Source: an optimization exercise on an open RTL-to-GDS flow (aim: small area, a short achievable clock period and few clock cycles). Production flows keep margins and buffers that such runs may drop. Only simulation tests tie the RTL to the original design; equivalence was not proved. Power and IR drop assume default switching activity.

==> design/flow/design.v <==
module mips54(
input clk,
input rst,
output [31:0] pc,
input [31:0] inst,
output [31:0] dmem_addr,
output dmem_we,
output [3:0] dmem_wstrb,
output [31:0] dmem_wdata,
input [31:0] dmem_rdata
);
localparam C_ADD = 0, C_SUB = 1, C_SLT = 2, C_SLTU = 3, C_AND = 4, C_OR = 5,
           C_XOR = 6, C_NOR = 7, C_LUI = 8, C_SLL = 9, C_SRL = 10, C_SRA = 11,
           C_VAR = 12, C_CLZ = 13, C_LINK = 14, C_MFHI = 15, C_MFLO = 16,
           C_MFC0 = 17, C_MTHI = 18, C_MTLO = 19, C_MULT = 20, C_MULTU = 21,
           C_DIV = 22, C_DIVU = 23, C_BEQ = 24, C_BNE = 25, C_BGEZ = 26,
           C_J = 27, C_JR = 28, C_SYSC = 29, C_BRK = 30, C_TEQ = 31,
           C_ERET = 32, C_MTC0 = 33, C_LD = 34, C_ST = 35, C_IMM = 36,
           C_ZIMM = 37, C_RWE = 38, C_SZH = 39, C_SZB = 40, C_LSG = 41,
           C_HL = 42, C_BR = 43, C_AR = 44, C_C0R = 45, NC = 46;
function [NC+4:0] decode(input [31:0] i);    
  reg [5:0] op, fn;
  reg [4:0] rs, rt, rd, dest;
  reg [NC-1:0] c;
  reg rtype, wr_rd, wr_rt;
  begin
    op = i[31:26]; fn = i[5:0]; rs = i[25:21]; rt = i[20:16]; rd = i[15:11];
    rtype = (op == 6'h00);
    c = {NC{1'b0}};
    c[C_ADD]  = (rtype & (fn == 6'h20 | fn == 6'h21)) | op == 6'h08 | op == 6'h09;
    c[C_SUB]  = rtype & (fn == 6'h22 | fn == 6'h23);
    c[C_SLT]  = (rtype & fn == 6'h2a) | op == 6'h0a;
    c[C_SLTU] = (rtype & fn == 6'h2b) | op == 6'h0b;
    c[C_AND]  = (rtype & fn == 6'h24) | op == 6'h0c;
    c[C_OR]   = (rtype & fn == 6'h25) | op == 6'h0d;
    c[C_XOR]  = (rtype & fn == 6'h26) | op == 6'h0e;
    c[C_NOR]  = rtype & fn == 6'h27;
    c[C_LUI]  = op == 6'h0f;
    c[C_SLL]  = rtype & (fn == 6'h00 | fn == 6'h04);
    c[C_SRL]  = rtype & (fn == 6'h02 | fn == 6'h06);
    c[C_SRA]  = rtype & (fn == 6'h03 | fn == 6'h07);
    c[C_VAR]  = rtype & (fn == 6'h04 | fn == 6'h06 | fn == 6'h07);
    c[C_CLZ]  = op == 6'h1c;
    c[C_LINK] = op == 6'h03 | (rtype & fn == 6'h09);
    c[C_MFHI] = rtype & fn == 6'h10;
    c[C_MFLO] = rtype & fn == 6'h12;
    c[C_MFC0] = op == 6'h10 & rs == 5'b00000;
    c[C_MTHI] = rtype & fn == 6'h11;
    c[C_MTLO] = rtype & fn == 6'h13;
    c[C_MULT] = rtype & fn == 6'h18;
    c[C_MULTU]= rtype & fn == 6'h19;
    c[C_DIV]  = rtype & fn == 6'h1a;
    c[C_DIVU] = rtype & fn == 6'h1b;
    c[C_BEQ]  = op == 6'h04;
    c[C_BNE]  = op == 6'h05;
    c[C_BGEZ] = op == 6'h01;
    c[C_J]    = op == 6'h02 | op == 6'h03;
    c[C_JR]   = rtype & (fn == 6'h08 | fn == 6'h09);
    c[C_SYSC] = rtype & fn == 6'h0c;
    c[C_BRK]  = rtype & fn == 6'h0d;
    c[C_TEQ]  = rtype & fn == 6'h34;
    c[C_ERET] = op == 6'h10 & rs == 5'b10000;
    c[C_MTC0] = op == 6'h10 & rs == 5'b00100;
    c[C_LD]   = op == 6'h20 | op == 6'h21 | op == 6'h23 | op == 6'h24 | op == 6'h25;
    c[C_ST]   = op == 6'h28 | op == 6'h29 | op == 6'h2b;
    c[C_IMM]  = op == 6'h08 | op == 6'h09 | op == 6'h0a | op == 6'h0b |
                op == 6'h0c | op == 6'h0d | op == 6'h0e | c[C_LD] | c[C_ST];
    c[C_ZIMM] = op == 6'h0c | op == 6'h0d | op == 6'h0e;
    c[C_SZH]  = op == 6'h21 | op == 6'h25 | op == 6'h29;
    c[C_SZB]  = op == 6'h20 | op == 6'h24 | op == 6'h28;
    c[C_LSG]  = op == 6'h20 | op == 6'h21;
    c[C_BR]   = op == 6'h04 | op == 6'h05 | op == 6'h01;
    c[C_AR]   = c[C_ADD] | c[C_SUB] | c[C_SLT] | c[C_SLTU];
    c[C_C0R]  = c[C_MFC0] | c[C_ERET] | c[C_SYSC] | c[C_BRK] | c[C_TEQ];
    c[C_HL]   = c[C_MFHI] | c[C_MFLO] | c[C_MTHI] | c[C_MTLO];
    wr_rd = rtype & (fn == 6'h20 | fn == 6'h21 | fn == 6'h22 | fn == 6'h23 |
                     fn == 6'h24 | fn == 6'h25 | fn == 6'h26 | fn == 6'h27 |
                     fn == 6'h2a | fn == 6'h2b | fn == 6'h00 | fn == 6'h02 |
                     fn == 6'h03 | fn == 6'h04 | fn == 6'h06 | fn == 6'h07 |
                     fn == 6'h09 | fn == 6'h10 | fn == 6'h12) | c[C_CLZ];
    wr_rt = op == 6'h08 | op == 6'h09 | op == 6'h0a | op == 6'h0b | op == 6'h0c |
            op == 6'h0d | op == 6'h0e | op == 6'h0f | c[C_LD] | c[C_MFC0];
    dest = (rtype | op == 6'h1c | c[C_MTC0]) ? rd : (op == 6'h03) ? 5'd31 : rt;
    c[C_RWE]  = (wr_rd & (rd != 5'd0)) | (wr_rt & (rt != 5'd0)) | op == 6'h03;
    decode = {dest, c};
  end
endfunction
function [31:0] onehot32(input [4:0] i);
  onehot32 = 32'b1 << i;
endfunction
function [31:0] rdport(input [1023:0] q, input [31:0] sel);
  integer j;
  begin
    rdport = 32'b0;
    for (j = 0; j < 32; j = j + 1)
      rdport = rdport | (q[j*32 +: 32] & {32{sel[j]}});
  end
endfunction
reg [31:0] pc_r;         
wire [31:0] pc_f = pc_r ^ 32'h00400000;    
reg [31:0] npc_x;        
reg        x_erx;        
reg [31:0] x_c0s;        
reg [31:0] ir;           
reg [NC-1:0] xc;         
reg [4:0]  x_dest;
reg [31:0] xs, xt;       
reg        xfsa, xfta;   
reg        xfsr, xftr;   
reg        x_c0st;       
reg        x_lu;         
reg        m_we;
reg [31:0] m_addr;
reg [3:0]  m_strb;
reg [31:0] m_wdata;
reg        m_rwe;        
reg [4:0]  m_rd;
reg [31:0] m_res;        
reg [31:0] m_ar;         
reg        m_sar;        
reg        m_slt, m_sltu, m_cy, m_sx, m_sa;   
reg        m_c0w;        
reg        m_ld;
reg        m_szh, m_szb, m_lsg;
reg [31:1] gv;           
reg [31:0] cv;           
reg        hv, lv;       
reg [31:0] hi, lo;
reg        md_busy;
reg        md_hcs;       
reg        md_dvh, md_dvl;   
reg        md_nr, md_nq;
wire [31:0] mhi;
assign pc = pc_f;
assign dmem_addr = m_addr;
assign dmem_we = m_we;
assign dmem_wstrb = m_strb;
assign dmem_wdata = m_wdata;
wire [15:0] ld_h = m_addr[1] ? dmem_rdata[31:16] : dmem_rdata[15:0];
wire [7:0]  ld_b = m_addr[0] ? ld_h[15:8] : ld_h[7:0];
wire [31:0] ld_val = m_szb ? {{24{m_lsg & ld_b[7]}}, ld_b} :
                     m_szh ? {{16{m_lsg & ld_h[15]}}, ld_h} : dmem_rdata;
wire        m_lt  = m_sltu ? m_cy : m_sx ? m_sa : m_ar[31];
wire [31:0] m_arv = (m_slt | m_sltu) ? {31'b0, m_lt} : m_ar;
wire [31:0] wb_data = m_ld ? ld_val : m_sar ? m_arv : m_res;
wire [31:0] wb_sel = m_rwe ? onehot32(m_rd) : 32'b0;
wire [1023:0] gq;
assign gq[31:0] = 32'b0;
genvar gi;
generate for (gi = 1; gi < 32; gi = gi + 1) begin : GPR
  reg [31:0] r;
  always @(posedge clk)
    if (wb_sel[gi]) r <= wb_data;
  assign gq[gi*32 +: 32] = r;
end endgenerate
wire [31:0] gv_next = {gv, 1'b0} | {wb_sel[31:1], 1'b0};
always @(posedge clk or posedge rst)
  if (rst) gv <= 31'b0;
  else gv <= gv_next[31:1];
wire x_add = xc[C_ADD], x_sub = xc[C_SUB], x_slt = xc[C_SLT], x_sltu = xc[C_SLTU];
wire x_and = xc[C_AND], x_or = xc[C_OR], x_xor = xc[C_XOR], x_nor = xc[C_NOR];
wire x_lui = xc[C_LUI], x_sll = xc[C_SLL], x_srl = xc[C_SRL], x_sra = xc[C_SRA];
wire x_var = xc[C_VAR], x_clz = xc[C_CLZ], x_link = xc[C_LINK];
wire x_mfhi = xc[C_MFHI], x_mflo = xc[C_MFLO], x_mfc0 = xc[C_MFC0];
wire x_mthi = xc[C_MTHI], x_mtlo = xc[C_MTLO];
wire x_mult = xc[C_MULT], x_multu = xc[C_MULTU], x_div = xc[C_DIV], x_divu = xc[C_DIVU];
wire x_beq = xc[C_BEQ], x_bne = xc[C_BNE], x_bgez = xc[C_BGEZ];
wire x_j = xc[C_J], x_jr = xc[C_JR];
wire x_sysc = xc[C_SYSC], x_brk = xc[C_BRK], x_teq = xc[C_TEQ];
wire x_eret = xc[C_ERET], x_mtc0 = xc[C_MTC0];
wire x_ld = xc[C_LD], x_st = xc[C_ST], x_imm = xc[C_IMM], x_zimm = xc[C_ZIMM];
wire x_rwe = xc[C_RWE], x_szh = xc[C_SZH], x_szb = xc[C_SZB], x_lsg = xc[C_LSG];
wire x_hl = xc[C_HL], x_br = xc[C_BR], x_ar = xc[C_AR], x_c0r = xc[C_C0R];
wire md_stall = md_busy & x_hl;
wire stall = x_lu | md_stall | x_c0st;
wire [31:0] va = rdport(gq, xs) | ({32{xfsa}} & m_arv) | ({32{xfsr}} & m_res);
wire [31:0] vb = rdport(gq, xt) | ({32{xfta}} & m_arv) | ({32{xftr}} & m_res);
wire [15:0] imm = ir[15:0];
wire [31:0] immx = {{16{imm[15] & ~x_zimm}}, imm};
wire [31:0] opb = x_imm ? immx : vb;
function [32:0] ksadd(input [31:0] a, input [31:0] b, input ci);
  reg [31:0] g, p, gn, pn;
  integer lv, j;
  begin
    g = a & b;
    p = a ^ b;
    g[0] = g[0] | (p[0] & ci);
    for (lv = 1; lv < 32; lv = lv * 2) begin
      gn = g; pn = p;
      for (j = lv; j < 32; j = j + 1) begin
        gn[j] = g[j] | (p[j] & g[j-lv]);
        pn[j] = p[j] & p[j-lv];
      end
      g = gn; p = pn;
    end
    ksadd = {g[31], (a ^ b) ^ {g[30:0], ci}};
  end
endfunction
wire [32:0] sum_c = ksadd(va, opb, 1'b0);
wire [31:0] sum = sum_c[31:0];
wire [32:0] dif_c = ksadd(va, ~opb, 1'b1);
wire [32:0] dif = {~dif_c[32], dif_c[31:0]};
wire [4:0]  sh_n = x_var ? va[4:0] : ir[10:6];
wire sh_big = x_var & (|va[31:5]);
wire [31:0] shl = sh_big ? 32'b0 : (vb << sh_n);
wire [63:0] shr_x = {{32{x_sra & vb[31]}}, vb} >> sh_n;
wire [31:0] shr = sh_big ? {32{x_sra & vb[31]}} : shr_x[31:0];
function [5:0] clz32(input [31:0] x);
  integer j;
  reg found;
  begin
    clz32 = 6'd32;
    found = 1'b0;
    for (j = 31; j >= 0; j = j - 1)
      if (!found && x[j]) begin clz32 = 31 - j; found = 1'b1; end
  end
endfunction
wire [31:0] c0_wsel;
wire        c0_exc, c0_eret;
wire [4:0]  exc_code;
wire [31:0] status, epc;
wire [1023:0] cq;
generate for (gi = 0; gi < 32; gi = gi + 1) begin : CP0R
  reg [31:0] r;
  assign cq[gi*32 +: 32] = r;
  if (gi == 12) begin : ST
    always @(posedge clk)
      if (c0_exc) r <= status << 5;
      else if (c0_eret) r <= status >> 5;
      else if (c0_wsel[gi]) r <= m_wdata;
  end else if (gi == 13) begin : CA
    always @(posedge clk)
      if (c0_exc) r <= {25'b0, exc_code, 2'b00};
      else if (c0_wsel[gi]) r <= m_wdata;
  end else if (gi == 14) begin : EP
    always @(posedge clk)
      if (c0_exc) r <= npc_x;
      else if (c0_wsel[gi]) r <= m_wdata;
  end else begin : R
    always @(posedge clk)
      if (c0_wsel[gi]) r <= m_wdata;
  end
end endgenerate
wire [31:0] c0_rd = rdport(cq, x_c0s & cv);
assign status = cv[12] ? cq[12*32 +: 32] : 32'b0;
assign epc    = cv[14] ? cq[14*32 +: 32] : 32'b0;
always @(posedge clk or posedge rst)
  if (rst) cv <= 32'b0;
  else cv <= cv | c0_wsel | {17'b0, {3{c0_exc}}, 12'b0} | {19'b0, c0_eret, 12'b0};
wire eq = (va == vb);
wire br_taken = (x_beq & eq) | (x_bne & ~eq) | (x_bgez & ~va[31]);
wire exc = x_sysc | x_brk | (x_teq & eq);
assign exc_code = x_sysc ? 5'd8 : x_brk ? 5'd9 : 5'd13;
wire teq_exc = x_teq & eq;
wire redirect = ~stall & ((x_br & ~br_taken) | x_jr | teq_exc | x_erx);
wire [31:0] target = teq_exc ? 32'h00400004 :
                     x_erx ? epc :
                     x_jr ? va : npc_x;
wire [31:0] hi_v = ~hv ? 32'b0 : md_hcs ? mhi : (md_dvh & md_nr) ? -hi : hi;
wire [31:0] lo_v = ~lv ? 32'b0 : (md_dvl & md_nq) ? -lo : lo;
wire [31:0] ar = x_add ? sum : dif[31:0];
wire [31:0] res =
    ({32{x_and}}  & (va & opb)) |
    ({32{x_or}}   & (va | opb)) |
    ({32{x_xor}}  & (va ^ opb)) |
    ({32{x_nor}}  & ~(va | opb)) |
    ({32{x_lui}}  & {imm, 16'b0}) |
    ({32{x_sll}}  & shl) |
    ({32{x_srl | x_sra}} & shr) |
    ({32{x_clz}}  & {26'b0, clz32(va)}) |
    ({32{x_link}} & npc_x) |
    ({32{x_mfhi}} & hi_v) |
    ({32{x_mflo}} & lo_v) |
    ({32{x_mfc0}} & c0_rd);
wire [NC+4:0] f_dec = decode(inst);
wire [NC-1:0] f_c = f_dec[NC-1:0];
wire [4:0] f_rs = stall ? ir[25:21] : inst[25:21];
wire [4:0] f_rt = stall ? ir[20:16] : inst[20:16];
wire nfs = ~stall & x_rwe & (x_dest == inst[25:21]);
wire nft = ~stall & x_rwe & (x_dest == inst[20:16]);
wire nc0 = ~stall & x_mtc0 & f_c[C_C0R];
wire nlu = ~stall & x_ld & x_rwe & ((x_dest == inst[25:21]) | (x_dest == inst[20:16]));
wire [31:0] pc4 = pc_f + 32'd4;
wire f_j  = f_c[C_J];
wire f_sc = f_c[C_SYSC] | f_c[C_BRK];
wire f_er = f_c[C_ERET] & ~(x_mtc0 | x_sysc | x_brk | x_teq | m_c0w);
wire f_br = f_c[C_BR];
wire fr = f_j | f_sc | f_er;
wire [31:0] f_other = f_j ? {pc4[31:28], inst[25:0], 2'b00} :
                      f_sc ? 32'h00400004 : epc;
wire [31:0] pc_base = redirect ? target : stall ? pc_f :
                      (f_j | f_sc | f_er) ? f_other : pc4;
wire sel_bt = ~redirect & ~stall & f_br;
wire [16:0] f_bl;
add16c u_badd(.a(pc4[17:2]), .b(inst[15:0]), .s(f_bl));
wire [13:0] f_ph = pc4[31:18];
function [13:0] incdec14(input [13:0] x, input dn);    
  integer j;
  reg t;
  begin
    t = 1'b1;
    for (j = 0; j < 14; j = j + 1) begin
      incdec14[j] = x[j] ^ t;
      t = t & (x[j] ^ dn);
    end
  end
endfunction
wire [13:0] f_pi = incdec14(f_ph, 1'b0);
wire [13:0] f_pd = incdec14(f_ph, 1'b1);
wire [13:0] f_x1 = sel_bt ? (inst[15] ? f_ph : f_pi) : pc_base[31:18];
wire [13:0] f_x0 = sel_bt ? (inst[15] ? f_pd : f_ph) : pc_base[31:18];
wire [31:0] pc_next;
pcpick u_pick(.sb(sel_bt), .c(f_bl[16]), .bl(f_bl[15:0]), .x1(f_x1), .x0(f_x0),
              .base(pc_base[17:0]), .pn(pc_next));
always @(posedge clk or posedge rst)
  if (rst) pc_r <= 32'b0;
  else pc_r <= pc_next ^ 32'h00400000;
always @(posedge clk or posedge rst)
  if (rst) begin
    xc <= {NC{1'b0}};
    x_lu <= 1'b0;
    x_c0st <= 1'b0;
    x_erx <= 1'b0;
  end else if (redirect) begin
    xc <= {NC{1'b0}};
    x_lu <= 1'b0;
    x_c0st <= 1'b0;
    x_erx <= 1'b0;
  end else if (!stall) begin
    xc <= f_c;
    x_lu <= nlu;
    x_c0st <= nc0;
    x_erx <= f_c[C_ERET] & ~f_er;
  end else begin
    x_lu <= 1'b0;
    x_c0st <= 1'b0;
  end
always @(posedge clk) begin
  if (!stall) begin
    ir <= inst;
    x_c0s <= onehot32(inst[15:11]);
    npc_x <= pc4;
    x_dest <= f_dec[NC+4:NC];
  end
  xs <= onehot32(f_rs) & gv_next & {32{~nfs}};
  xt <= onehot32(f_rt) & gv_next & {32{~nft}};
  xfsa <= nfs & x_ar;
  xfta <= nft & x_ar;
  xfsr <= nfs & ~x_ar;
  xftr <= nft & ~x_ar;
end
always @(posedge clk or posedge rst)
  if (rst) begin
    m_we <= 1'b0;
    m_rwe <= 1'b0;
    m_c0w <= 1'b0;
  end else begin
    m_we <= ~stall & x_st;
    m_rwe <= ~stall & x_rwe;
    m_c0w <= ~stall & x_mtc0;
  end
always @(posedge clk) begin
  m_addr <= sum;
  m_strb <= x_szb ? (4'b0001 << sum[1:0]) : x_szh ? (sum[1] ? 4'b1100 : 4'b0011) : 4'b1111;
  m_wdata <= x_szb ? {4{vb[7:0]}} : x_szh ? {2{vb[15:0]}} : vb;
  m_rd <= x_dest;
  m_res <= res;
  m_ar <= ar;
  m_sar <= x_ar;
  m_slt <= x_slt;
  m_sltu <= x_sltu;
  m_cy <= dif[32];
  m_sx <= va[31] ^ opb[31];
  m_sa <= va[31];
  m_ld <= x_ld;
  m_szh <= x_szh;
  m_szb <= x_szb;
  m_lsg <= x_lsg;
end
assign c0_wsel = m_c0w ? onehot32(m_rd) : 32'b0;
assign c0_exc  = ~stall & exc;
assign c0_eret = ~stall & x_eret;
reg        md_div;
reg [4:0]  md_cnt;
reg [32:0] md_a;         
reg        md_nrm;       
reg        md_sg, md_nb;    
reg [34:0] md_s, md_c;
reg        md_ci;
reg [11:0] md_be;        
function [2:0] benc(input [2:0] b);
  benc = {b[2], (b[2] & ~b[1] & ~b[0]) | (~b[2] & b[1] & b[0]), b[1] ^ b[0]};
endfunction
function [11:0] benc4(input [7:0] b, input bp);
  benc4 = {benc(b[7:5]), benc(b[5:3]), benc(b[3:1]), benc({b[1:0], bp})};
endfunction
function [34:0] brow(input [32:0] a, input [2:0] e);
  reg [34:0] t;
  begin
    t = e[0] ? {{2{a[32]}}, a} : e[1] ? {a[32], a, 1'b0} : 35'b0;
    t = t ^ {35{e[2]}};
    brow = {~t[34], t[33:0]};
  end
endfunction
function [87:0] csa(input [43:0] x, input [43:0] y, input [43:0] z);
  csa = {(x & y) | (x & z) | (y & z), x ^ y ^ z};
endfunction
wire mlast = (md_cnt[1:0] == 2'd3);
wire [43:0] mr0 = {9'b0, md_s};
wire [43:0] mr1 = {9'b0, md_c};
wire [43:0] mr2 = {9'b0, brow(md_a, md_be[2:0])};
wire [43:0] mr3 = {7'b0, brow(md_a, md_be[5:3]), 2'b0};
wire [43:0] mr4 = {5'b0, brow(md_a, md_be[8:6]), 4'b0};
wire [43:0] mr5 = {3'b0, brow(md_a, md_be[11:9]), 6'b0};
wire [43:0] mr6 = {3'b0, (~md_sg & mlast & lo[7]) ? md_a : 33'b0, 7'b0, md_ci};
wire [43:0] mr7 = {37'b0, md_be[11], 1'b0, md_be[8], 1'b0, md_be[5], 1'b0, md_be[2]};
wire [87:0] ml1a = csa(mr0, mr1, mr2);
wire [87:0] ml1b = csa(mr3, mr4, mr5);
wire [87:0] ml2a = csa(ml1a[43:0], {ml1a[86:44], 1'b0}, ml1b[43:0]);
wire [87:0] ml2b = csa({ml1b[86:44], 1'b0}, mr6, mr7);
wire [87:0] ml3  = csa(ml2a[43:0], {ml2a[86:44], 1'b0}, ml2b[43:0]);
wire [87:0] ml4  = csa(ml3[43:0], {ml3[86:44], 1'b0}, {ml2b[86:44], 1'b0});
wire [43:0] ms = ml4[43:0];
wire [43:0] mc = {ml4[86:44], 1'b0};
wire [8:0]  mlow = {1'b0, ms[7:0]} + {1'b0, mc[7:0]};
assign mhi = md_s[31:0] + md_c[31:0] + {31'b0, md_ci} + 32'haaaaaaac;
wire [33:0] md_a3 = md_s[33:0];    
wire [5:0]  dv_lz0 = clz32(lo ^ {32{md_nr}});
wire [5:0]  dv_lz = (md_a[31:0] == 32'd0) ? 6'd0 : dv_lz0 - {5'b0, md_nr};
wire [31:0] dv_na = md_nr ? -lo : lo;
wire [31:0] dv_nb = md_nb ? -md_a[31:0] : md_a[31:0];
wire [33:0] dv_x  = {hi, lo[31:30]};
wire [35:0] dv_t1 = {2'b00, dv_x} - {3'b000, md_a[31:0]};
wire [35:0] dv_t2 = {2'b00, dv_x} - {2'b00, md_a[31:0], 1'b0};
wire [35:0] dv_t3 = {2'b00, dv_x} - {2'b00, md_a3};
wire        dv_g3 = ~dv_t3[35];
wire [1:0]  dv_q  = dv_g3 ? 2'd3 : ~dv_t2[35] ? 2'd2 : ~dv_t1[35] ? 2'd1 : 2'd0;
wire [31:0] dv_r  = dv_g3 ? dv_t3[31:0] : ~dv_t2[35] ? dv_t2[31:0] :
                    ~dv_t1[35] ? dv_t1[31:0] : dv_x[31:0];
wire md_go = ~stall & (x_mult | x_multu | x_div | x_divu);
wire md_end = md_busy & (~md_div ? mlast : md_nrm ? dv_lz[5] : (md_cnt == 5'd15));
always @(posedge clk or posedge rst)
  if (rst) begin
    md_busy <= 1'b0;
    md_hcs <= 1'b0;
    md_dvh <= 1'b0;
    md_dvl <= 1'b0;
    hv <= 1'b0;
    lv <= 1'b0;
  end else begin
    if (md_go) md_busy <= 1'b1;
    else if (md_end) md_busy <= 1'b0;
    if (md_go | (~stall & x_mthi)) md_hcs <= 1'b0;
    else if (md_end & ~md_div) md_hcs <= 1'b1;
    if (md_go | (~stall & x_mthi)) md_dvh <= 1'b0;
    else if (md_end & md_div) md_dvh <= 1'b1;
    if (md_go | (~stall & x_mtlo)) md_dvl <= 1'b0;
    else if (md_end & md_div) md_dvl <= 1'b1;
    if (md_go | (~stall & x_mthi)) hv <= 1'b1;
    if (md_go | (~stall & x_mtlo)) lv <= 1'b1;
  end
always @(posedge clk)
  if (md_go) begin
    if (x_mult | x_multu) begin
      lo <= vb;
      md_s <= 35'b0;
      md_c <= 35'b0;
      md_ci <= 1'b0;
      md_be <= benc4(vb[7:0], 1'b0);
    end else begin
      hi <= 32'b0;
      lo <= va;
    end
  end else if (md_busy) begin
    if (!md_div) begin
      md_s <= ms[42:8];
      md_c <= mc[42:8];
      md_ci <= mlow[8];
      lo <= {mlow[7:0], lo[31:8]};
      md_be <= benc4(lo[15:8], lo[7]);
    end else if (md_nrm) begin
      lo <= dv_na << {dv_lz[5:1], 1'b0};
      md_s <= {1'b0, dv_nb, 1'b0} + {2'b0, dv_nb};
    end else begin
      hi <= dv_r;
      lo <= {lo[29:0], dv_q};
    end
  end else if (!stall) begin
    if (x_mthi) hi <= va;
    if (x_mtlo) lo <= va;
  end
always @(posedge clk)
  if (md_go) begin
    md_cnt <= 5'd0;
    md_nrm <= x_div | x_divu;
    md_div <= x_div | x_divu;
    md_sg <= x_mult;
    md_a <= (x_div | x_divu) ? {1'b0, vb} : {x_mult & va[31], va};
    md_nb <= x_div & vb[31];
    md_nq <= x_div & (va[31] ^ vb[31]);
    md_nr <= x_div & va[31];
  end else if (md_busy) begin
    md_nrm <= 1'b0;
    if (md_nrm) md_a <= {1'b0, dv_nb};
    md_cnt <= md_nrm ? dv_lz[5:1] : md_cnt + 5'd1;
  end
endmodule
module add16c(
input [15:0] a,
input [15:0] b,
output [16:0] s
);
assign s = {1'b0, a} + {1'b0, b};
endmodule
module pcpick(
input sb,
input c,
input [15:0] bl,
input [13:0] x1,
input [13:0] x0,
input [17:0] base,
output [31:0] pn
);
assign pn[1:0] = base[1:0];
assign pn[17:2] = sb ? bl : base[17:2];
assign pn[31:18] = c ? x1 : x0;
endmodule
==> design/flow/flow/run.sh <==
#!/bin/bash
set -euo pipefail
bash standard.sh SETUP_SLACK_MARGIN=14.8 "BUFFER_PORTS_ARGS=-buffer_cell sky130_fd_sc_hd__buf_4" \
  CORE_UTILIZATION=45 PLACE_DENSITY=0.62 CTS_CLUSTER_SIZE=25 CTS_CLUSTER_DIAMETER=60 \
  finish > flow_make.log 2>&1
==> design/flow/standard.sh <==
#!/bin/bash
# synth_recipe.tcl (not shown) runs the flow's synth.tcl, then flattens the netlist and writes it again
# the make line also repeats each setting of config.mk as NAME=value (left out here)
make -C /OpenROAD-flow-scripts/flow DESIGN_CONFIG=/design/flow/config.mk WORK_HOME=/design/flow/orfs CLKGATE_MAP_FILE= SYNTH_SCRIPT=/design/flow/synth_recipe.tcl "${@:-finish}"
==> design/flow/config.mk <==
export PLATFORM = sky130hd
export DESIGN_NAME = mips54
export DESIGN_NICKNAME = mips54
export VERILOG_FILES = /design/flow/design.v
export SDC_FILE = /design/flow/constraint.sdc
export NUM_CORES = 8
export LEC_CHECK = 0
export CAP_MARGIN = 20
export CORE_MARGIN = 2
export CORE_UTILIZATION = 40
export SLEW_MARGIN = 20
export SYNTH_HIERARCHICAL = 1
==> design/flow/constraint.sdc <==
create_clock -name core_clock -period 20.0 [get_ports {clk}]
set_input_delay 4.0000 -clock core_clock [delete_from_list [all_inputs] [get_ports {clk}]]
set_output_delay 4.0000 -clock core_clock [all_outputs]
set_load 0.01 [all_outputs]
==> out/qor.json, run 1 <==
{
  "timing.final.crit_share_pct": 28.22,
  "finalSetupViolCount": 0,
  "grt_pass1_vias": 116988,
  "ant_nets": 0,
  "maxSlewHeadroom_pct": -1.918,
  "synthesis.area_mm2": 0.1398,
  "critical_path.top_delay_family": "flip-flops",
  "worstSetupEndpointType": "primary output",
  "drc": 0,
  "place.detailed.hpwl_um": 471400,
  "flip_flop_and_latch_count_after_synthesis": 2662,
  "yosys.area.top_type": "sky130_fd_sc_hd__edfxtp_1",
  "switching_share_pct": 33.81,
  "multi_input_area_mm2": 0.06163,
  "drive_gt1_share_pct": 18.52,
  "cts_tree": "yes",
  "power_density_mw_per_mm2": 91.09,
  "grt_start_max_net_pins": 138,
  "mean_cell_area_of_the_mapped_netlist_um2": 11.53,
  "synth_top_cells_by_area": "sky130_fd_sc_hd__edfxtp_1, sky130_fd_sc_hd__a22oi_1, sky130_fd_sc_hd__dfxtp_1",
  "clkTransAtPathRegs_ps": 100,
  "drt_iter0_markers": 26359,
  "p_leak_nw": 58.98,
  "power_frac_seq_pct": 44.7,
  "total_of_max_cap_violations": 0,
  "clock-sinks": 2662,
  "path_class": "register to primary output",
  "p_int_mw": 9.936,
  "ys_seq_area_share_pct": 54.85,
  "number_of_non_filler_instances_in_the_completed_layout": 16839,
  "yosys.area_share.adder_pct": 6.043,
  "setup-tns-final_ps": 0,
  "fmax_mhz": 177.2,
  "grt_antenna_before_repair": 51,
  "timing_worst_slew_pin_value_ps": 1529,
  "gp_congestion": 1.073,
  "initial_core_util_pct": 45.24,
  "drt-wirelength-per-cell_um": 44.87,
  "total_buffers_and_inverters_traversed_by_the_critical_path": 2,
  "cp.required_ps": 16000,
  "async_flop_share_pct": 5.635,
  "first_pass_iters": 13,
  "clockPowerShare_pct": 32.5,
  "global_route.usage.total_pct": 46.01,
  "fp.dieArea_mm2": 0.3152,
  "crit_path_max_fanout": 2,
  "startpoint_type": "register",
  "synth_compound_area_share_pct": 18.84,
  "total_power_mw": 15.01,
  "yosysMostFrequentCell": "sky130_fd_sc_hd__edfxtp_1",
  "place_inst": 15953,
  "so_faults": "max-slew violations",
  "fillerInstances": 26232,
  "syn_inst": 12129,
  "final_max_slew_viol_count": 2,
  "insertion_delay_ps": 1030,
  "vdd_ir_drop_max_mv": 0.08211,
  "crit_arrival_ps": 1640,
  "top_flip_flop_cell_by_instance_count_after_synthesis": "sky130_fd_sc_hd__edfxtp_1",
  "placeable_core_region_mm2": 0.3091,
  "synth_xor_xnor_area_share_pct": 3.201,
  "post_synth_mux_area_share_pct": 2.712,
  "finalWorstPathRequiredPeriod_ps": 5644,
  "drt-total-wl_um": 755600,
  "clockBufferDepth": 4,
  "clockRootBuffer": "sky130_fd_sc_hd__clkbuf_16",
  "run_status": "failed layout checks",
  "cts.hold.buffers_added": 0,
  "synth_top_family_by_area": "compound AO/OA/AOI/OAI gates",
  "cts.htree.levels": 4,
  "tritoncts.num_buffers": 220,
  "path_cells": "buf_12 -> buf_8",
  "final-hold-violation-count": 0,
  "via_count": 126243,
  "vias_per_cell": 7.497,
  "area_growth_pct": 17.85,
  "synth_fp_nets": 12766,
  "number_of_ports_placed_on_the_die_boundary": 167,
  "synth-warning-count": 7,
  "global_route_wire_length_before_repair_um": 998000,
  "sequential_cell_area_in_the_final_layout_mm2": 0.07713,
  "ys_top_cells_by_count": "sky130_fd_sc_hd__edfxtp_1, sky130_fd_sc_hd__a22oi_1, sky130_fd_sc_hd__nand2_1",
  "die_x_um": 561.4,
  "cp_slowest_stage_delay_ps": 360,
  "fin_nets": 13124,
  "synth-edff-count": 2263,
  "chipHeight_um": 561.4,
  "row_count": 204,
  "net_sw_power_mw": 5.075,
  "grt_remaining_overflow": 0,
  "worstHoldPathType": "register to register",
  "netlist.area_leader.share_pct": 48.60,
  "fin_worst_skew_ps": 117.7,
  "slowest_stage": "sky130_fd_sc_hd__dfxtp_4",
  "power_frac_comb_pct": 22.8,
  "post_synth_and_or_nand_nor_area_fraction_pct": 10.35,
  "numPortBuffers": 166,
  "synth_cell_types": 117,
  "grt_setup_unrepaired": "yes"
}
==> cells by family (layout without fill, tap and decap cells) <==
kind of cell / after synthesis / in the layout
buffers and inverters: 1392 / 1926
and+or+nand+nor: 2934 / 2939
adders and majority gates: 571 / 571
AOI/OAI and AO/OA: 3712 / 3720
other: 0 / 43
muxes: 347 / 347
xor gates and xnor gates: 511 / 511
DFF: 2662 / 2662
==> worst register-to-register path: stages, from the launching register on <==
cell and delay (ps):
sky130_fd_sc_hd__dfxtp_2 670, sky130_fd_sc_hd__buf_6 540, sky130_fd_sc_hd__a22oi_1 170, sky130_fd_sc_hd__nand4_1 180, sky130_fd_sc_hd__nor4_4 60, sky130_fd_sc_hd__buf_4 170
sky130_fd_sc_hd__buf_4 140, sky130_fd_sc_hd__a31oi_4 300, sky130_fd_sc_hd__buf_6 350, sky130_fd_sc_hd__buf_12 360, sky130_fd_sc_hd__mux2i_1 590, sky130_fd_sc_hd__mux2i_1 150
sky130_fd_sc_hd__mux2i_1 300, sky130_fd_sc_hd__nor2_1 70, sky130_fd_sc_hd__a21oi_1 260, sky130_fd_sc_hd__a211o_1 220, sky130_fd_sc_hd__nand4_1 560
==> placed cells by master (no fill, tap or decap), types with 166 or more instances in the layout <==
cell	count
sky130_fd_sc_hd__a21oi_1	469
sky130_fd_sc_hd__a221oi_1	188
sky130_fd_sc_hd__a22oi_1	1422
sky130_fd_sc_hd__buf_4	662
sky130_fd_sc_hd__clkbuf_16	234
sky130_fd_sc_hd__edfxtp_1	2263
sky130_fd_sc_hd__fa_1	166
sky130_fd_sc_hd__ha_1	371
sky130_fd_sc_hd__inv_1	483
sky130_fd_sc_hd__mux2i_1	226
sky130_fd_sc_hd__nand2_1	807
sky130_fd_sc_hd__nand3_1	186
sky130_fd_sc_hd__nand4_1	368
sky130_fd_sc_hd__nor2_1	611
sky130_fd_sc_hd__nor3_1	183
sky130_fd_sc_hd__o21ai_0	367
sky130_fd_sc_hd__xnor2_1	305
sky130_fd_sc_hd__xor2_1	186
==> Yosys stat by module, one instance, submodules excluded <==
module / times used / cell area [µm²] / flip-flops and latches
mips54: 1 / 138500 / 2662
pcpick: 1 / 432.9 / 0
add16c: 1 / 855.8 / 0
==> layer usage <==
metal	GRT usage [%]	share of wire, %	vias up	wire length [µm]
met4	31.39	9.3	46	70070
met3	20.03	17	3363	127300
li1	-	-	47756	-
met5	1.069	0.12	-	877
met1	58.82	35	62335	263500
met2	62.28	39	12743	293900
==> stage by stage <==
step	utilization [%]	instance area, µm²	setup slack (ps)	hold slack, ps
global placement	47.59	147100	12450	367.9
global route	53.28	164700	14370	412.9
finish	53.32	164800	14360	405.8
floorplan	-	140400	13860	345.4
detailed placement	47.62	147200	12620	369.7
CTS	52.29	161600	14360	408.1
==> power groups by stage <==
stage / logic [mW] / clock network [mW] / registers (mW)
2_1_floorplan: 1.43 / 0 / 6.63
3_3_place_gp: 2.58 / 0 / 6.79
3_5_place_dp: 2.59 / 0 / 6.79
4_1_cts: 3.08 / 4.86 / 6.68
5_1_grt: 3.47 / 5.06 / 6.69
6_report: 3.42 / 4.88 / 6.71
==> sequential cells by signal, indices dropped and copies added (netlist names), 32 cells and up <==
name     flops
CP0R.r    1024
GPR.r      992
cv          32
hi          32
lo          32
m_ar        32
m_res       32
m_wdata     32
md_a        33
md_c        34
md_s        34
npc_x       32
pc_r        32
x_c0s       32
xc          43
==> what timing repair did <==
| item | CTS | global route |
|---|---|---|
| cloned | 42 | 17 |
| gates resized for setup | 806 | 372 |
| pin swaps | 88 | 144 |
| setup buffers | 242 | 127 |
| setup endpoints to repair | 1232 | 821 |
==> final cells by class <==
class	instances	area share [%]
Clock buffer	241	3.452
Tap cell	4120	3.128
Antenna cell	43	0.06529
Inverter	517	1.199
Clock inverter	170	1.435
Timing Repair Buffer	998	6.521
Sequential cell	2662	46.80
Multi-Input combinational cell	8088	37.40
==> path summary, 6_finish.rpt <==
path / from / end / slack (ps) / depth (start not counted)
worst max-delay path: m_wdata[29] / dmem_wdata[29] / 14360 / 2
worst min-delay path: xc[41] / m_lsg / 410 / 0
worst max register to register: xs[24] / m_res[30] / 14540 / 16
worst min register to register: xc[41] / m_lsg / 410 / 0
max in group asynchronous: rst / md_busy / 15650 / 3
min in group asynchronous: rst / gv[21] / 2970 / 2
Testbench counts, summed over its fixed seeds: cycles 113,788.
==> inputs of run 2 (changes only) <==
--- a/design/flow/design.v
+++ b/design/flow/design.v
@@ -198,5 +198,6 @@
 endfunction
-wire [32:0] sum_c = ksadd(va, opb, 1'b0);
+wire [32:0] sum_c, dif_c;
+add32 u_add(.a(va), .b(opb), .ci(1'b0), .s(sum_c));
+add32 u_sub(.a(va), .b(~opb), .ci(1'b1), .s(dif_c));
 wire [31:0] sum = sum_c[31:0];
-wire [32:0] dif_c = ksadd(va, ~opb, 1'b1);
 wire [32:0] dif = {~dif_c[32], dif_c[31:0]};
@@ -527 +528,9 @@
 endmodule
+module add32(
+input [31:0] a,
+input [31:0] b,
+input ci,
+output [32:0] s
+);
+assign s = {1'b0, a} + {1'b0, b} + {32'b0, ci};
+endmodule
==> out/qor.json, run 2 <==
{
  "route.met2.wl_um": 315000,
  "cts_tree": "yes",
  "top_layer_used": "met5",
  "fin_nets": 13216,
  "grt_setup_unrepaired": "yes",
  "timing.final.crit_share_pct": 29.18,
  "timing_worst_slew_pin_value_ps": 1285,
  "insertion_delay_ps": 1020,
  "layout_setup_ws_ps": 14160,
  "sequential_cell_area_in_the_final_layout_mm2": 0.07708,
  "mostFrequentLayoutCell": "sky130_fd_sc_hd__edfxtp_1",
  "first_pass_iters": 14,
  "fillerInstances": 26778,
  "drt_iter0_markers": 23870,
  "drt-wirelength-per-cell_um": 45.61,
  "grt_start_max_net_pins": 68,
  "vias_per_cell": 7.400,
  "largest-register": "CP0R.r",
  "power_density_mw_per_mm2": 93.07,
  "row_count": 205,
  "place.detailed.hpwl_um": 494800,
  "total_of_max_cap_violations": 0,
  "area_growth_pct": 16.31,
  "finalWorstPathRequiredPeriod_ps": 5836,
  "mean_cell_area_of_the_mapped_netlist_um2": 11.53,
  "synthesis.area_mm2": 0.1413,
  "initial_core_util_pct": 45.25,
  "crit_arrival_ps": 6730,
  "cp.required_ps": 20890,
  "drt-total-wl_um": 772300,
  "route.layer.met1.wl_um": 275500,
  "numPortBuffers": 166,
  "p_leak_nw": 59.29,
  "crit_path_max_fanout": 6,
  "total_power_mw": 15.29,
  "global_route_wire_length_before_repair_um": 1020000,
  "hold-path-cell-count": 0,
  "switching_share_pct": 34.02,
  "vdd_ir_drop_max_mv": 0.07919,
  "clockBufferDepth": 4,
  "clkTransAtPathRegs_ps": 90,
  "startpoint_type": "input port",
  "run_status": "complete, no violations",
  "placeable_core_region_mm2": 0.3122,
  "fin_worst_skew_ps": 126.8,
  "setup-tns-final_ps": 0,
  "grt_remaining_overflow": 0,
  "final_cell_utilization_of_the_core_pct": 52.64,
  "gp_congestion": 1.031,
  "worstHoldPathType": "register to register",
  "path_depth": 15,
  "final-hold-violation-count": 0,
  "drc": 0,
  "reg.largest.list": "CP0R.r (1024), GPR.r (992), xc (43)",
  "net_sw_power_mw": 5.203,
  "layout_common_cells": "sky130_fd_sc_hd__edfxtp_1, sky130_fd_sc_hd__a22oi_1, sky130_fd_sc_hd__nand2_1, sky130_fd_sc_hd__buf_4, sky130_fd_sc_hd__nor2_1",
  "multi_input_area_mm2": 0.06184,
  "final_max_slew_viol_count": 0,
  "cts.hold.buffers_added": 0,
  "holdWs_ps": 425.4,
  "synth_fp_nets": 12916,
  "path_class": "input port to register",
  "crit_top_cell": "sky130_fd_sc_hd__buf_6",
  "dp_slack_ps": 12300,
  "via_count": 125281,
  "met3WireLength_um": 115400,
  "chipHeight_um": 564.3,
  "tritoncts.num_buffers": 228,
  "global_route.usage.total_pct": 46.97,
  "clockPowerShare_pct": 32.9,
  "die_x_um": 564.3,
  "synth-warning-count": 7,
  "clockRootBuffer": "sky130_fd_sc_hd__clkbuf_16",
  "number_of_ports_placed_on_the_die_boundary": 167,
  "ant_nets": 0,
  "cts.htree.levels": 4,
  "slowest_stage": "sky130_fd_sc_hd__nor4_4",
  "p_int_mw": 10.09,
  "cp_slowest_stage_delay_ps": 310,
  "maxSlewHeadroom_pct": 13.76,
  "grt_pass1_vias": 115954,
  "clock-sinks": 2663,
  "path_cells": "buf_12 -> or2_4 -> nor3_4 -> nand4_1 -> nor4_4 -> nor2_2 -> and2_4 -> buf_4 -> buf_6 -> buf_6 -> buf_16 -> a221oi_4 -> o21ai_1 -> a32o_1 -> mux2_2",
  "drive_gt1_share_pct": 17.67,
  "worstSetupEndpointType": "register",
  "total_buffers_and_inverters_traversed_by_the_critical_path": 5,
  "reg2reg_depth": 14,
  "fp.dieArea_mm2": 0.3184,
  "largest_register_ff_count": 1024,
  "critical_path.top_delay_family": "simple AND/OR/NAND/NOR gates",
  "grt_antenna_before_repair": 93,
  "power_frac_comb_pct": 23.5,
  "power_frac_seq_pct": 43.6,
  "finalSetupViolCount": 0,
  "syn_inst": 12247,
  "fmax_mhz": 171.3
}
==> run 2: cell count changes in the layout (fill, tap and decap cells not counted), moves of 32 or more <==
cell                       change
sky130_fd_sc_hd__a21oi_1      +87
sky130_fd_sc_hd__a22oi_1      -71
sky130_fd_sc_hd__nand2_1      -64
sky130_fd_sc_hd__a22o_1       +61
sky130_fd_sc_hd__mux2_2       +57
sky130_fd_sc_hd__ha_1         +43
sky130_fd_sc_hd__o211ai_1     +33
sky130_fd_sc_hd__buf_12       -32
sky130_fd_sc_hd__nor2_1       -32
sky130_fd_sc_hd__o21ai_0      +32
==> run 2: routing by layer <==
metal	global-route usage, %	vias up
met1	59.94	62342
met5	0.08929	-
met3	17.34	3121
met4	31.17	60
li1	-	48236
met2	66.59	11522
==> run 2: power groups by stage <==
| stage | Clock [mW] | Combinational, mW | Sequential, mW |
|---|---|---|---|
| final | 5.03 | 3.59 | 6.67 |
| after global routing | 5.20 | 3.68 | 6.65 |
| after CTS | 5.01 | 3.34 | 6.65 |
| after detailed placement | 0 | 2.95 | 6.76 |
| after global placement | 0 | 2.95 | 6.76 |
| after floorplan | 0 | 1.59 | 6.62 |
==> run 2: per-stage QoR <==
| step | instances | area [µm²] |
|---|---|---|
| 2_1_floorplan | 12247 | 141900 |
| 3_3_place_gp | 16154 | 149000 |
| 3_5_place_dp | 16156 | 149000 |
| 4_1_cts | 16786 | 162200 |
| 5_1_grt | 16900 | 164200 |
| 6_report | 16931 | 164300 |
==> run 2: repair_timing <==
item	in CTS	in global routing
resized for setup	656	227
cloned	37	9
pin swaps	70	79
buffers inserted	164	90
setup endpoints to repair	631	613
==> run 2: final timing paths <==
| kind | startpoint | to | slack (ps) |
|---|---|---|---|
| max | inst[31] | pc_r[17] | 14160 |
| min | xc[44] | m_sar | 430 |
| max reg2reg | xs[15] | m_res[9] | 14490 |
| min reg2reg | xc[44] | m_sar | 430 |
| max in group asynchronous | rst | gv[1] | 15460 |
| min in group asynchronous | rst | md_busy | 3080 |
==> run 2: cell type report <==
cell class	instances	area share, %
Antenna cell	45	0.06854
Clock inverter	178	1.458
Multi-Input combinational cell	8178	37.64
Timing Repair inverter	2	0.01980
Clock buffer	251	3.620
Timing Repair Buffer	946	5.862
Sequential cell	2663	46.91
Inverter	528	1.268
Tap cell	4140	3.153
Testbench counts of run 2, summed over its fixed seeds: cycles 113,788.
==> inputs of run 3 (changes only) <==
--- a/design/flow/design.v
+++ b/design/flow/design.v
@@ -198,6 +198,5 @@
 endfunction
-wire [32:0] sum_c, dif_c;
-add32 u_add(.a(va), .b(opb), .ci(1'b0), .s(sum_c));
-add32 u_sub(.a(va), .b(~opb), .ci(1'b1), .s(dif_c));
+wire [32:0] sum_c = ksadd(va, opb, 1'b0);
 wire [31:0] sum = sum_c[31:0];
+wire [32:0] dif_c = ksadd(va, ~opb, 1'b1);
 wire [32:0] dif = {~dif_c[32], dif_c[31:0]};
@@ -291,4 +290,7 @@
                       f_sc ? 32'h00400004 : epc;
-wire [31:0] pc_base = redirect ? target : stall ? pc_f :
-                      (f_j | f_sc | f_er) ? f_other : pc4;
+wire f_o = f_j | f_sc | f_er;
+wire [31:0] pc_base;
+pcsel u_psel(.t(target), .h(pc_f), .o(f_other), .q(pc4),
+             .st(redirect), .sh(~redirect & stall), .so(~redirect & ~stall & f_o),
+             .sq(~redirect & ~stall & ~f_o), .y(pc_base));
 wire sel_bt = ~redirect & ~stall & f_br;
@@ -528,9 +530,14 @@
 endmodule
-module add32(
-input [31:0] a,
-input [31:0] b,
-input ci,
-output [32:0] s
+module pcsel(
+input [31:0] t,
+input [31:0] h,
+input [31:0] o,
+input [31:0] q,
+input st,
+input sh,
+input so,
+input sq,
+output [31:0] y
 );
-assign s = {1'b0, a} + {1'b0, b} + {32'b0, ci};
+assign y = ({32{st}} & t) | ({32{sh}} & h) | ({32{so}} & o) | ({32{sq}} & q);
 endmodule
==> design/flow/flow/run.sh (replaced) <==
#!/bin/bash
set -euo pipefail
bash standard.sh SETUP_SLACK_MARGIN=14.5 "BUFFER_PORTS_ARGS=-buffer_cell sky130_fd_sc_hd__buf_4" \
  CORE_UTILIZATION=45 PLACE_DENSITY=0.62 CTS_CLUSTER_SIZE=25 CTS_CLUSTER_DIAMETER=60 \
  finish > flow_make.log 2>&1
==> out/qor.json, run 3 <==
{
  "run_status": "failed layout checks",
  "so_faults": "antenna violations",
  "netlist.area_leader.share_pct": 48.67,
  "synth_fp_nets": 12857,
  "final_cell_utilization_of_the_core_pct": 52.49,
  "slowest_stage": "sky130_fd_sc_hd__dfrtp_2",
  "global_route_wire_length_before_repair_um": 1029000,
  "worstSetupEndpointType": "primary output",
  "startpoint_type": "register",
  "grt_setup_unrepaired": "yes",
  "fin_worst_skew_ps": 159.4,
  "row_count": 204,
  "area_growth_pct": 16.11,
  "drt_iter0_markers": 22953,
  "insertion_delay_ps": 1040,
  "design_area_mm2": 0.1621,
  "synth_top_cells_by_area": "sky130_fd_sc_hd__edfxtp_1, sky130_fd_sc_hd__a22oi_1, sky130_fd_sc_hd__dfxtp_1",
  "path_cells": "buf_12 -> buf_6",
  "fillerInstances": 26642,
  "cts.htree.levels": 4,
  "via_count": 124440,
  "p_leak_nw": 58.58,
  "layout_common_cells": "sky130_fd_sc_hd__edfxtp_1, sky130_fd_sc_hd__a22oi_1, sky130_fd_sc_hd__nand2_1, sky130_fd_sc_hd__buf_4, sky130_fd_sc_hd__nor2_1",
  "gp_congestion": 1.072,
  "grt_start_max_net_pins": 99,
  "final-hold-violation-count": 0,
  "total_buffers_and_inverters_traversed_by_the_critical_path": 2,
  "fin_nets": 13133,
  "tritoncts.num_buffers": 229,
  "drt-total-wl_um": 781000,
  "mean_cell_area_of_the_mapped_netlist_um2": 11.42,
  "worstSetupStartpoint": "pc_r[3]",
  "critical_path.top_delay_family": "flip-flops",
  "yosysMostFrequentCell": "sky130_fd_sc_hd__edfxtp_1",
  "synth-warning-count": 7,
  "worstHoldPathType": "register to register",
  "hold_start": "xc[2]",
  "cp.required_ps": 16000,
  "global_route.usage.total_pct": 48.06,
  "drc": 0,
  "syn_inst": 12220,
  "async_flop_share_pct": 5.635,
  "power_density_mw_per_mm2": 92.27,
  "total_of_max_cap_violations": 0,
  "ys_seq_area_share_pct": 54.93,
  "chipHeight_um": 561,
  "mostFrequentLayoutCell": "sky130_fd_sc_hd__edfxtp_1",
  "holdWs_ps": 375.4,
  "setup-tns-final_ps": 0,
  "cp_slowest_stage_delay_ps": 420,
  "synth-edff-count": 2263,
  "grt_antenna_before_repair": 96,
  "largest_register_ff_count": 1024,
  "ys_top_cells_by_count": "sky130_fd_sc_hd__edfxtp_1, sky130_fd_sc_hd__a22oi_1, sky130_fd_sc_hd__nand2_1",
  "top_flip_flop_cell_by_instance_count_after_synthesis": "sky130_fd_sc_hd__edfxtp_1",
  "maxSlewHeadroom_pct": 10.33,
  "grt_remaining_overflow": 0,
  "timing_worst_slew_pin_value_ps": 1336,
  "synth_cell_types": 110,
  "yosys.area.top_type": "sky130_fd_sc_hd__edfxtp_1",
  "timing.final.crit_share_pct": 28.55,
  "crit_path_max_fanout": 2,
  "finalSetupViolCount": 0,
  "path_class": "register to primary output",
  "clkTransAtPathRegs_ps": 80,
  "place.detailed.hpwl_um": 509900,
  "grt_pass1_vias": 115387,
  "first_pass_iters": 19,
  "clockRootBuffer": "sky130_fd_sc_hd__clkbuf_16",
  "ant_nets": 1,
  "crit_arrival_ps": 1710,
  "fmax_mhz": 175.2,
  "reg.largest.list": "CP0R.r (1024), GPR.r (992), xc (43)",
  "clockBufferDepth": 4,
  "synthesis.area_mm2": 0.1396,
  "placeable_core_region_mm2": 0.3088,
  "vdd_ir_drop_max_mv": 0.09411,
  "cts.hold.buffers_added": 0,
  "final_max_slew_viol_count": 0,
  "r2r_start": "xs[4]",
  "vias_per_cell": 7.375,
  "largest-register": "CP0R.r",
  "flip_flop_and_latch_count_after_synthesis": 2662,
  "post_dp_cell_area_mm2": 0.1470,
  "cts_tree": "yes",
  "fp.dieArea_mm2": 0.3147,
  "die_x_um": 561,
  "clock-sinks": 2662,
  "drt-wirelength-per-cell_um": 46.29,
  "finalWorstPathRequiredPeriod_ps": 5709,
  "drive_gt1_share_pct": 16.54,
  "numPortBuffers": 166,
  "initial_core_util_pct": 45.20,
  "number_of_ports_placed_on_the_die_boundary": 167
}
==> run 3: changes by cell type in the layout (fill, tap and decap cells not counted), sizes merged, moves of 23 or more <==
cell and change:
nor3 +23, o21ai -55, nand2 +135, mux2i -55
o22ai -28, xnor2 +45, mux2 -41, nand4 -23
ha -30, nand3 +30, nor2 +76
==> run 3: final timing paths <==
kind                              to  slack, ps  cells past startpoint
hold reg to reg                m_slt        380                      0
max in group asynchronous     md_hcs      14950                      4
setup / recovery               pc[3]      14290                      2
setup reg to reg           m_res[15]      14320                     16
min in group asynchronous     gv[15]       3130                      2
hold / removal                 m_slt        380                      0
==> run 3: repair_timing <==
item                                   in CTS  in global routing
gates resized for setup                   578                207
gates cloned                               34                  4
endpoints found under the hold margin       0                  0
setup endpoints to repair                 699                337
buffers inserted                          187                 78
pin swaps                                  36                 80
==> run 3: kinds of logic after synthesis <==
group | share of synthesized area, %
XOR/XNOR | 3.225
AND/OR/NAND/NOR | 10.52
multiplexers | 2.345
flip-flops | 54.93
buffers and inverters | 4.017
AO/OA/AOI/OAI | 18.91
adder cells (fa/ha/maj) | 6.053
==> run 3: cell type report <==
| class | instances | area, µm² | share of cell area, % |
|---|---|---|---|
| Multi-Input combinational cell | 8168 | 59850 | 36.92 |
| Clock inverter | 180 | 2636 | 1.626 |
| Clock buffer | 251 | 5958 | 3.675 |
| Sequential cell | 2662 | 77090 | 47.55 |
| Tap cell | 4120 | 5155 | 3.180 |
| Inverter | 509 | 1928 | 1.189 |
| Antenna cell | 57 | 142.6 | 0.08799 |
| Timing Repair Buffer | 926 | 9349 | 5.767 |
==> run 3: power breakdown <==
part	internal, mW	switching [mW]
clock	2.48	2.64
sequential	6.33	0.375
combinational	1.10	2.05
==> run 3: layer usage <==
layer	vias to the layer above	global-route usage, %	share of wire [%]
li1	47776	-	-
met1	62423	62.33	36
met2	11417	66.52	40
met3	2732	18.62	15
met4	92	31.36	8.4
met5	-	0.2108	0.094
==> run 3: modules after synthesis (local to each module, per instance) <==
module,cell area [µm²],flops+latches,copies in the design,cells inside
add16c,855.8,0,1,110
mips54,137600,2662,1,11967
pcpick,432.9,0,1,35
pcsel,679.4,0,1,108
==> run 3: per-stage QoR <==
step / power, mW / worst slack, ps / cells
6_report: 14.96 / 14290 / 16873
3_3_place_gp: 9.266 / 12310 / 16079
3_5_place_dp: 9.274 / 12440 / 16081
2_1_floorplan: 7.927 / 13460 / 12220
4_1_cts: 14.67 / 14280 / 16733
5_1_grt: 15.17 / 14280 / 16831
Testbench counts of run 3, summed over its fixed seeds: cycles 113,788.
==> inputs of run 4 (changes only) <==
--- a/design/flow/design.v
+++ b/design/flow/design.v
@@ -121,2 +121,3 @@
 reg        m_slt, m_sltu, m_cy, m_sx, m_sa;   
+reg        m_tx;         
 reg        m_c0w;        
@@ -251,4 +252,4 @@
 wire br_taken = (x_beq & eq) | (x_bne & ~eq) | (x_bgez & ~va[31]);
-wire exc = x_sysc | x_brk | (x_teq & eq);
-assign exc_code = x_sysc ? 5'd8 : x_brk ? 5'd9 : 5'd13;
+wire exc = x_sysc | x_brk;
+assign exc_code = m_tx ? 5'd13 : x_sysc ? 5'd8 : 5'd9;
 wire teq_exc = x_teq & eq;
@@ -285,3 +286,3 @@
 wire f_sc = f_c[C_SYSC] | f_c[C_BRK];
-wire f_er = f_c[C_ERET] & ~(x_mtc0 | x_sysc | x_brk | x_teq | m_c0w);
+wire f_er = f_c[C_ERET] & ~(x_mtc0 | x_sysc | x_brk | x_teq | m_c0w | m_tx);
 wire f_br = f_c[C_BR];
@@ -340,2 +341,4 @@
   end
+always @(posedge clk)
+  if (!stall && !teq_exc) npc_x <= pc4;
 always @(posedge clk) begin
@@ -344,3 +347,2 @@
     x_c0s <= onehot32(inst[15:11]);
-    npc_x <= pc4;
     x_dest <= f_dec[NC+4:NC];
@@ -359,3 +361,5 @@
     m_c0w <= 1'b0;
+    m_tx <= 1'b0;
   end else begin
+    m_tx <= ~stall & teq_exc;
     m_we <= ~stall & x_st;
@@ -383,3 +387,3 @@
 assign c0_wsel = m_c0w ? onehot32(m_rd) : 32'b0;
-assign c0_exc  = ~stall & exc;
+assign c0_exc  = (~stall & exc) | m_tx;
 assign c0_eret = ~stall & x_eret;
==> design/flow/flow/run.sh (replaced) <==
#!/bin/bash
set -euo pipefail
bash standard.sh SETUP_SLACK_MARGIN=14.5 "BUFFER_PORTS_ARGS=-buffer_cell sky130_fd_sc_hd__buf_4" \
  CORE_UTILIZATION=45 PLACE_DENSITY=0.62 CTS_CLUSTER_SIZE=25 CTS_CLUSTER_DIAMETER=60 SKIP_GATE_CLONING=1 \
  finish > flow_make.log 2>&1
==> out/qor.json, run 4 <==
{
  "total_buffers_and_inverters_traversed_by_the_critical_path": 1,
  "final-hold-violation-count": 0,
  "reg.largest.list": "CP0R.r (1024), GPR.r (992), xc (43)",
  "chipHeight_um": 562.2,
  "number_of_non_filler_instances_in_the_completed_layout": 16791,
  "synth_fp_nets": 12880,
  "power_density_mw_per_mm2": 93.49,
  "ys_top_cells_by_count": "sky130_fd_sc_hd__edfxtp_1, sky130_fd_sc_hd__a22oi_1, sky130_fd_sc_hd__nand2_1",
  "first_pass_iters": 14,
  "fmax_mhz": 172.4,
  "numPortBuffers": 166,
  "clock-sinks": 2663,
  "worstReg2RegEnd": "m_ar[31]",
  "crit_arrival_ps": 6590,
  "cts_tree": "yes",
  "worstSetupEndpointType": "register",
  "cts.hold.buffers_added": 0,
  "vias_per_cell": 7.430,
  "vdd_ir_drop_max_mv": 0.08682,
  "finalSetupViolCount": 0,
  "grt_remaining_overflow": 0,
  "largest-register": "CP0R.r",
  "run_status": "complete, no violations",
  "place.detailed.hpwl_um": 482000,
  "global_route_wire_length_before_repair_um": 1004000,
  "p_leak_nw": 57.85,
  "setup-tns-final_ps": 0,
  "grt_antenna_before_repair": 61,
  "reg2reg_depth": 14,
  "global_route.usage.total_pct": 46.32,
  "slowest_stage": "sky130_fd_sc_hd__ha_1",
  "largest_register_ff_count": 1024,
  "cts.htree.levels": 4,
  "critical_path.top_delay_family": "simple AND/OR/NAND/NOR gates",
  "post_synth_and_or_nand_nor_area_fraction_pct": 10.38,
  "r2r_start": "xs[6]",
  "synthesis.area_mm2": 0.1402,
  "drc": 0,
  "tritoncts.num_buffers": 219,
  "syn_inst": 12243,
  "timing_worst_slew_pin_value_ps": 1348,
  "cp.required_ps": 20790,
  "yosys.area_share.adder_pct": 6.028,
  "final_max_slew_viol_count": 0,
  "drt_iter0_markers": 24558,
  "synth-warning-count": 7,
  "drt-wirelength-per-cell_um": 45.19,
  "clockBufferDepth": 4,
  "whs_endpoint": "m_sltu",
  "clkTransAtPathRegs_ps": 90,
  "maxSlewHeadroom_pct": 9.119,
  "netlist.area_leader.share_pct": 48.47,
  "holdWs_ps": 380.3,
  "grt_setup_unrepaired": "yes",
  "synth_top_cells_by_area": "sky130_fd_sc_hd__edfxtp_1, sky130_fd_sc_hd__a22oi_1, sky130_fd_sc_hd__dfxtp_1",
  "yosysMostFrequentCell": "sky130_fd_sc_hd__edfxtp_1",
  "placeable_core_region_mm2": 0.3094,
  "grt_start_max_net_pins": 132,
  "flip_flop_and_latch_count_after_synthesis": 2663,
  "synth-edff-count": 2263,
  "layout_common_cells": "sky130_fd_sc_hd__edfxtp_1, sky130_fd_sc_hd__a22oi_1, sky130_fd_sc_hd__nand2_1, sky130_fd_sc_hd__nor2_1, sky130_fd_sc_hd__buf_4",
  "ant_nets": 0,
  "crit_path_max_fanout": 21,
  "drt-total-wl_um": 758700,
  "drive_gt1_share_pct": 16.07,
  "worstHoldPathType": "register to register",
  "synth_top_family_by_area": "compound AO/OA/AOI/OAI gates",
  "hold-path-cell-count": 0,
  "clockRootBuffer": "sky130_fd_sc_hd__clkbuf_16",
  "finalWorstPathRequiredPeriod_ps": 5800,
  "mostFrequentLayoutCell": "sky130_fd_sc_hd__edfxtp_1",
  "async_flop_share_pct": 5.670,
  "fillerInstances": 26750,
  "mean_cell_area_of_the_mapped_netlist_um2": 11.45,
  "synth_compound_area_share_pct": 19.04,
  "timing.final.crit_share_pct": 29.00,
  "top_flip_flop_cell_by_instance_count_after_synthesis": "sky130_fd_sc_hd__edfxtp_1",
  "fin_worst_skew_ps": 103.2,
  "path_class": "register to register",
  "total_of_max_cap_violations": 0,
  "row_count": 204,
  "area_growth_pct": 14.95,
  "yosys.area.top_type": "sky130_fd_sc_hd__edfxtp_1",
  "insertion_delay_ps": 980,
  "hold_start": "xc[3]",
  "initial_core_util_pct": 45.32,
  "cp_slowest_stage_delay_ps": 600,
  "fin_nets": 13083,
  "via_count": 124755,
  "place_inst": 16096,
  "fp.dieArea_mm2": 0.3160,
  "grt_pass1_vias": 114519,
  "final_cell_utilization_of_the_core_pct": 52.09,
  "number_of_ports_placed_on_the_die_boundary": 167,
  "synth_cell_types": 103,
  "startpoint_type": "register",
  "reg2reg_slack_ps": 14200,
  "die_x_um": 562.2,
  "ys_seq_area_share_pct": 54.72,
  "gp_congestion": 1.047,
  "path_cells": "buf_6 -> a22oi_1 -> nand4_1 -> nor3_1 -> nand2_2 -> ha_1 -> or4_1 -> or4b_4 -> a211o_1 -> a31oi_4 -> a41o_1 -> o41ai_4 -> o211a_1 -> a2111oi_2",
  "post_synth_mux_area_share_pct": 2.713,
  "synth_xor_xnor_area_share_pct": 3.086
}
## run 4: how the worst max path moves through the flow
stage	startpoint	to	slack [ps]	cells past startpoint
floorplan	inst[31]	pc_r[25]	13530	15
global placement	inst[26]	pc_r[22]	12520	12
detailed placement	inst[26]	pc_r[22]	12560	12
CTS	xt[17]	m_ar[31]	14260	20
global route	xt[26]	m_ar[31]	14240	21
finish	xs[6]	m_ar[31]	14200	14
## run 4: logic make-up (layout without fill, tap and decap cells)
logic type	Yosys count	count (layout)
AO/OA/AOI/OAI	3735	3735
XOR/XNOR	494	494
multiplexers	348	348
other	0	37
buffers and inverters	1415	1806
adder cells (fa/ha/maj)	571	571
flip-flops	2663	2663
AND/OR/NAND/NOR	3017	3017
## run 4: stage by stage
stage	cell area, µm²	worst slack [ps]	total power [mW]
after global placement	147700	12520	9.621
after global routing	161100	14240	15.31
after floorplan	140600	13530	8.187
final	161200	14200	15.07
after detailed placement	147700	12560	9.630
after CTS	159600	14260	14.77
## run 4: area by class of cell
cell class | instances | area (µm²) | share of cell area [%]
clock inverters | 168 | 2297 | 1.425
clock buffers | 241 | 5677 | 3.523
multi-input cells | 8165 | 60560 | 37.58
diodes | 37 | 92.59 | 0.05745
repair buffers | 859 | 8307 | 5.155
inverters | 538 | 2053 | 1.274
well taps | 4120 | 5155 | 3.199
flip-flops and latches | 2663 | 77010 | 47.79
## run 4: Yosys stat by module (local to each module, per instance)
module / flops+latches / area (µm²) / cells
pcpick: 0 / 432.9 / 35
add16c: 0 / 855.8 / 110
mips54: 2663 / 138200 / 11990
pcsel: 0 / 679.4 / 108
## run 4: repair_timing
item,4_1_cts,5_1_grt
setup endpoints to repair,343,306
pin swaps,38,68
resized for setup,553,190
setup buffers,185,61
## run 4: worst reg2reg max path, delay by kind of cell (launching register included)
| kind | cells | cell delay (ps) |
|---|---|---|
| compound gates | 7 | 2060 |
| buf+inv | 1 | 370 |
| flops | 1 | 520 |
| fa+ha+maj | 1 | 640 |
| simple gates | 5 | 2040 |
## run 4: per-layer routing
layer,track usage (%),vias up,wire length [µm]
li1,-,47718,-
met1,59.88,62133,272400
met2,64.75,11887,304500
met3,17.01,2983,115200
met4,30.85,34,66140
met5,0.4367,-,450
## run 4: power by group
part / switching (mW) / internal, mW / total (mW)
Combinational: 2.28 / 1.19 / 3.47
Sequential: 0.350 / 6.37 / 6.72
Clock: 2.52 / 2.35 / 4.88
Total: 5.16 / 9.91 / 15.1
Testbench counts of run 4, summed over its fixed seeds: cycles 113,788.

afterwards: timing with drivers on the ports:
In the flow no input, the clock included, has a driving cell. The finished layouts below were timed again as built, in two steps.
Step 1 sets driving cells, clkbuf_16 on the clock port and buf_2 on the other inputs (assumed; they add their load-dependent delay and slew).
Step 2 moves the port delays by t, midway between the first and last clock arrival at a register: inputs arrive t later, outputs are due t later. That takes back most of the time a late clock gives input paths.
Slacks: ideal ports / drivers / drivers and shift; pairs: ideal ports / drivers.
run	t (ns)	setup WS [ns]	hold slack, ns	latest minus earliest clock arrival (ns)	worst slew at a driven data input, ns
run 1	1.073	14.356 / 14.250 / 13.564	0.406 / 0.406 / 0.406	0.120 / 0.121	0.12
run 2	1.065	14.164 / 14.119 / 13.054	0.425 / 0.425 / 0.425	0.130 / 0.130	0.26
run 3	1.070	14.291 / 14.179 / 13.391	0.375 / 0.375 / 0.375	0.161 / 0.160	0.30
run 4	1.051	14.200 / 14.180 / 13.224	0.380 / 0.380 / 0.380	0.119 / 0.119	0.26
For run 2, which loses most, drivers alone change the setup slack by -0.045 ns; drivers and shift together by -1.110 ns.
